This is an optimization exercise on Yosys and OpenROAD, whose aim is small area, a short achievable clock period and few clock cycles per item, not a production implementation. Power is estimated from default activity; no workload was simulated.

==> inputs of trial 79 <==
==> flow/design.v (excerpt) <==
module madd_pipeline #(parameter data_width = 16, parameter n_blocks = 256, parameter full_width = 2 * data_width + 8, parameter n_channels = 16)
	(
		input wire clk,
		input wire reset,
		input wire enable,
		input  wire in_valid,
		output wire in_ready,
		output wire out_valid,
		input  wire out_ready,
		input  wire [$clog2(n_blocks) - 1 : 0] block_in,
		output wire [$clog2(n_blocks) - 1 : 0] block_out,
		input wire [4:0] shift,
		input wire shift_disable,
		input wire signedness,
		input wire saturate_disable,
		input wire signed [data_width - 1 : 0] arg_a_in,
		input wire signed [data_width - 1 : 0] arg_b_in,
		input wire signed [data_width - 1 : 0] arg_c_in,
		output wire signed [full_width - 1 : 0] result_out,
		input  wire [ch_addr_w - 1 : 0] dest_in,
		output wire [ch_addr_w - 1 : 0] dest_out,
		input  wire [4 - 1 : 0] commit_id_in,
		output wire [4 - 1 : 0] commit_id_out,
		input wire commit_flag_in,
		output wire commit_flag_out
	);
make LEC_CHECK=0 ABC_AREA=1 CAP_MARGIN=20 CORE_MARGIN=2 CORE_UTILIZATION=40 SLEW_MARGIN=20 finish   # period 7.5 ns
run.sh (not shown) runs the stock make flow with config.mk's settings and CLKGATE_MAP_FILE= SYNTH_SCRIPT=/design/flow/synth_recipe.tcl, a recipe that flattens the netlist after the stock synthesis.
==> trial 96: changes against trial 79 <==
--- a/flow/design.v
+++ b/flow/design.v
@@ -28,17 +28,17 @@
 	localparam ch_addr_w = $clog2(n_channels);
 	wire [3:0] s4  = ~shift[3:0];
 	wire       big = shift[4];
 	wire [3:0] sa  = (shift_disable | big) ? 4'd0 : s4;
 	wire [16:0] a_ext = {signedness & arg_a_in[15], arg_a_in};
 	wire [16:0] b_ext = {signedness & arg_b_in[15], arg_b_in};
 	wire [33:0] c_ext = {{18{signedness & arg_c_in[15]}}, arg_c_in};
-	wire [33:0] c_sh = c_ext << sa;
-	wire [33:0] rnd  = (sa == 4'd0) ? 34'd0 : (34'd1 << (sa - 4'd1));
-	wire [33:0] crow = big ? 34'd0 : (c_sh | rnd);
+	wire [33:0] c_sh  = c_ext << sa;
+	wire [33:0] rnd   = (sa == 4'd0) ? 34'd0 : (34'd1 << (sa - 4'd1));
+	wire [33:0] crow  = big ? 34'd0 : (c_sh | rnd);
 	wire pp1;
 	wire pp2;
 	wire pp3;
 	wire pp4;
 	wire pp5;
 	wire pp6;
 	wire pp7;
@@ -1062,27 +1062,27 @@
 	assign c496 = (c370 & s429) | (c370 & c428) | (s429 & c428);
 	assign s497 = crow[31] ^ c430 ^ s431;
 	assign c498 = (crow[31] & c430) | (crow[31] & s431) | (c430 & s431);
 	assign s499 = crow[32] ^ s433 ^ c432;
 	assign c500 = (crow[32] & s433) | (crow[32] & c432) | (s433 & c432);
 	assign s501 = pp162 ^ c434 ^ crow[33];
 	assign c502 = (pp162 & c434) | (pp162 & crow[33]) | (c434 & crow[33]);
-	wire [33:0] row0 = {s501, c498, s497, s495, s493, s491, c488, c486, s485, s483, s481, c478, c476, c474, c472, c470, c468, c466, c464, c462, c460, c458, c456, c454, c452, c450, c448, c446, c444, c442, c440, c438, c436, crow[0]};
-	wire [33:0] row1 = {c500, s499, c496, c494, c492, c490, s489, s487, c484, c482, c480, s479, s477, s475, s473, s471, s469, s467, s465, s463, s461, s459, s457, s455, s453, s451, s449, s447, s445, s443, s441, s439, s437, s435};
-	wire [17:0] sum_lo = row0[16:0] + row1[16:0];
+	wire [33:0] row0 = {s501, s499, s497, s495, s493, s491, c488, c486, s485, s483, s481, c478, c476, c474, c472, c470, c468, c466, c464, c462, c460, c458, c456, c454, c452, c450, c448, c446, c444, c442, c440, c438, c436, crow[0]};
+	wire [33:0] row1 = {c500, c498, c496, c494, c492, c490, s489, s487, c484, c482, c480, s479, s477, s475, s473, s471, s469, s467, s465, s463, s461, s459, s457, s455, s453, s451, s449, s447, s445, s443, s441, s439, s437, s435};
+	wire [10:0] sum_lo = row0[9:0] + row1[9:0];
 	reg        v_q;
 	reg [3:0]  sh_q;
 	reg        big_q, rb_en_q, satd_q, sg_q;
 	reg [15:0] c_q;
 	reg [7:0]  block_q;
 	reg [3:0]  dest_q, cid_q;
 	reg        cf_q;
-	reg [17:0] lo_q;
-	reg [33:17] h0_q;
-	reg [33:17] h1_q;
+	reg [10:0] lo_q;
+	reg [33:10] h0_q;
+	reg [33:10] h1_q;
 	assign in_ready  = ~v_q | out_ready;
 	assign out_valid = v_q;
 	wire take_in  = in_valid & in_ready;
 	wire take_out = v_q & out_ready;
 	always @(posedge clk) begin
 		if (reset)
 			v_q <= 1'b0;
@@ -1092,29 +1092,29 @@
 			else if (take_out)
 				v_q <= 1'b0;
 		end
 	end
 	always @(posedge clk) begin
 		if (enable & take_in) begin
 			lo_q <= sum_lo;
-			h0_q <= row0[33:17];
-			h1_q <= row1[33:17];
+			h0_q <= row0[33:10];
+			h1_q <= row1[33:10];
 			sh_q    <= (shift_disable & ~big) ? 4'd0 : s4;
 			big_q   <= big;
 			rb_en_q <= big & ~shift_disable;
 			satd_q  <= saturate_disable;
 			sg_q    <= signedness;
 			c_q     <= arg_c_in;
 			block_q <= block_in;
 			dest_q  <= dest_in;
 			cid_q   <= commit_id_in;
 			cf_q    <= commit_flag_in;
 		end
 	end
-	wire [33:0] x = {h0_q + h1_q + lo_q[17], lo_q[16:0]};
+	wire [33:0] x = {h0_q + h1_q + lo_q[10], lo_q[9:0]};
 	wire signed [33:0] y = $signed(x) >>> sh_q;
 	wire [32:0] xd = x[33:1] ^ x[32:0];
 	reg  [32:0] ovf_mask;
 	integer k;
 	always @(*)
 		for (k = 0; k < 33; k = k + 1)
 			ovf_mask[k] = (k >= 15 + sh_q);
==> flow/flow/run.sh (new file) <==
#!/bin/bash
# Own layout flow: the standard flow (standard.sh, unchanged synthesis),
# with the port buffers that buffer_ports inserts made plain sky130 buffers
# (buffer_ports otherwise picks clkdlybuf4s50_1, a slow 10 um2 delay cell).
# The full output of the flow goes to flow_standard.log in this folder.
set -euo pipefail
cd "$(dirname "$0")/.."
EXTRA=()
if [[ -f flow/extra.mk ]]; then
  while IFS= read -r line; do
    [[ -z "$line" || "$line" == \#* ]] && continue
    EXTRA+=("$line")
  done < flow/extra.mk
fi
bash standard.sh "BUFFER_PORTS_ARGS=-buffer_cell sky130_fd_sc_hd__buf_2" ${EXTRA[@]+"${EXTRA[@]}"} finish > flow_standard.log 2>&1
==> flow/standard.sh (new file) <==
#!/bin/bash
# synth_recipe.tcl (not shown) runs the flow's synth.tcl, then flattens the netlist and writes it again
# the make line also repeats each setting of config.mk as NAME=value (left out here)
make -C /OpenROAD-flow-scripts/flow DESIGN_CONFIG=/design/flow/config.mk WORK_HOME=/design/flow/orfs CLKGATE_MAP_FILE= SYNTH_SCRIPT=/design/flow/synth_recipe.tcl "${@:-finish}"
SETUP_SLACK_MARGIN = 2.0   (was unset)
removed: flow/run.sh
==> trial 5: changes against trial 79 <==
--- a/flow/design.v
+++ b/flow/design.v
@@ -1064,25 +1064,23 @@
 	assign c498 = (crow[31] & c430) | (crow[31] & s431) | (c430 & s431);
 	assign s499 = crow[32] ^ s433 ^ c432;
 	assign c500 = (crow[32] & s433) | (crow[32] & c432) | (s433 & c432);
 	assign s501 = pp162 ^ c434 ^ crow[33];
 	assign c502 = (pp162 & c434) | (pp162 & crow[33]) | (c434 & crow[33]);
 	wire [33:0] row0 = {s501, c498, s497, s495, s493, s491, c488, c486, s485, s483, s481, c478, c476, c474, c472, c470, c468, c466, c464, c462, c460, c458, c456, c454, c452, c450, c448, c446, c444, c442, c440, c438, c436, crow[0]};
 	wire [33:0] row1 = {c500, s499, c496, c494, c492, c490, s489, s487, c484, c482, c480, s479, s477, s475, s473, s471, s469, s467, s465, s463, s461, s459, s457, s455, s453, s451, s449, s447, s445, s443, s441, s439, s437, s435};
-	wire [17:0] sum_lo = row0[16:0] + row1[16:0];
 	reg        v_q;
 	reg [3:0]  sh_q;
 	reg        big_q, rb_en_q, satd_q, sg_q;
 	reg [15:0] c_q;
 	reg [7:0]  block_q;
 	reg [3:0]  dest_q, cid_q;
 	reg        cf_q;
-	reg [17:0] lo_q;
-	reg [33:17] h0_q;
-	reg [33:17] h1_q;
+	reg [33:0] r0_q;
+	reg [33:0] r1_q;
 	assign in_ready  = ~v_q | out_ready;
 	assign out_valid = v_q;
 	wire take_in  = in_valid & in_ready;
 	wire take_out = v_q & out_ready;
 	always @(posedge clk) begin
 		if (reset)
 			v_q <= 1'b0;
@@ -1091,30 +1089,29 @@
 				v_q <= 1'b1;
 			else if (take_out)
 				v_q <= 1'b0;
 		end
 	end
 	always @(posedge clk) begin
 		if (enable & take_in) begin
-			lo_q <= sum_lo;
-			h0_q <= row0[33:17];
-			h1_q <= row1[33:17];
+			r0_q <= row0;
+			r1_q <= row1;
 			sh_q    <= (shift_disable & ~big) ? 4'd0 : s4;
 			big_q   <= big;
 			rb_en_q <= big & ~shift_disable;
 			satd_q  <= saturate_disable;
 			sg_q    <= signedness;
 			c_q     <= arg_c_in;
 			block_q <= block_in;
 			dest_q  <= dest_in;
 			cid_q   <= commit_id_in;
 			cf_q    <= commit_flag_in;
 		end
 	end
-	wire [33:0] x = {h0_q + h1_q + lo_q[17], lo_q[16:0]};
+	wire [33:0] x = r0_q + r1_q;
 	wire signed [33:0] y = $signed(x) >>> sh_q;
 	wire [32:0] xd = x[33:1] ^ x[32:0];
 	reg  [32:0] ovf_mask;
 	integer k;
 	always @(*)
 		for (k = 0; k < 33; k = k + 1)
 			ovf_mask[k] = (k >= 15 + sh_q);
SETUP_SLACK_MARGIN = 2.0   (was unset)
==> comparison table <==
                                                                   trial 79    trial 96     trial 5
CLK BUF                                                                   9           9          10
Highest clock rate                                                0.143 GHz   0.187 GHz   0.184 GHz
Maximum number of pins on one net before global-route repair             77          75          61
Sequential portion of the cell area                                   0.159       0.172       0.165
Total of plain and repair buffers excluding clock buffers               188         172         204
Run status                                         timing/DRC/antenna clean  timing/DRC/antenna clean  timing/DRC/antenna clean
Clock tree skew after final layout                                  11.2 ps     10.6 ps     7.74 ps
Delay of the slowest critical-path stage                             560 ps      540 ps      530 ps
Mapped Cells                                                           2074        2165        2352
Initial Util                                                          0.403       0.406       0.407
Proportion of netlist area held by the largest area contributor       0.182       0.191       0.196
Ratio of cells with drive above 1 in the final layout                0.0683       0.126       0.130
Cell with the largest stage delay on the worst path                    fa_1        fa_1    clkinv_1
Setup repair after global routing missed its margin                      no         yes         yes
Die Ht                                                               201 um      202 um      208 um
Setup Slack @ Placement                                              340 ps     1500 ps     1220 ps
Proportion of total power due to net switching                        0.515       0.532       0.529
Multi-input gates                                                      1533        1607        1703
Count of buffer and inverter cells on the critical path                   7           4           5
Internal                                                            3.12 mW     2.86 mW     3.15 mW
Count of inverters other than clock inverters in the layout             336         349         435
Max transition margin                                                 0.371       0.372       0.320
Area share of fa/ha/maj cells after synthesis                         0.232       0.229       0.215
Layout Nets                                                            2443        2521        2744
Register-to-register path setup slack                               5490 ps     5410 ps     5280 ps
Met1 routed wirelength after detailed routing                       20.7 mm     22.3 mm     24.4 mm
No functional check of the RTL was part of any run of this note.

==> port drivers added, routing unchanged <==
How much do the figures lean on ideal ports? The routed layouts below were timed once more, with nothing changed but the port constraints. Step 1 sets driving cells, clkbuf_16 on the clock port and buf_2 on the other inputs (assumed; they add their load-dependent delay and slew). Step 2 times the ports against the registers' clock, not the clock port: input delays grow and output delays shrink by t, the midpoint of the rising clock arrivals with the driver on. a / b / c = ideal ports / drivers / drivers and shift; a / b = the first two.
run | t, ns | setup slack, ns | worst setup path at the end
trial 79 | 0.389 | 0.522 / 0.545 / 0.156 | input to register
trial 96 | 0.405 | 2.155 / 2.111 / 1.775 | input to register
trial 5 | 0.430 | 2.055 / 2.055 / 1.656 | input to register
After both steps every run listed still meets setup and hold. For trial 5, which loses most, drivers alone change the setup slack by 0.000 ns; drivers and shift together by -0.399 ns.
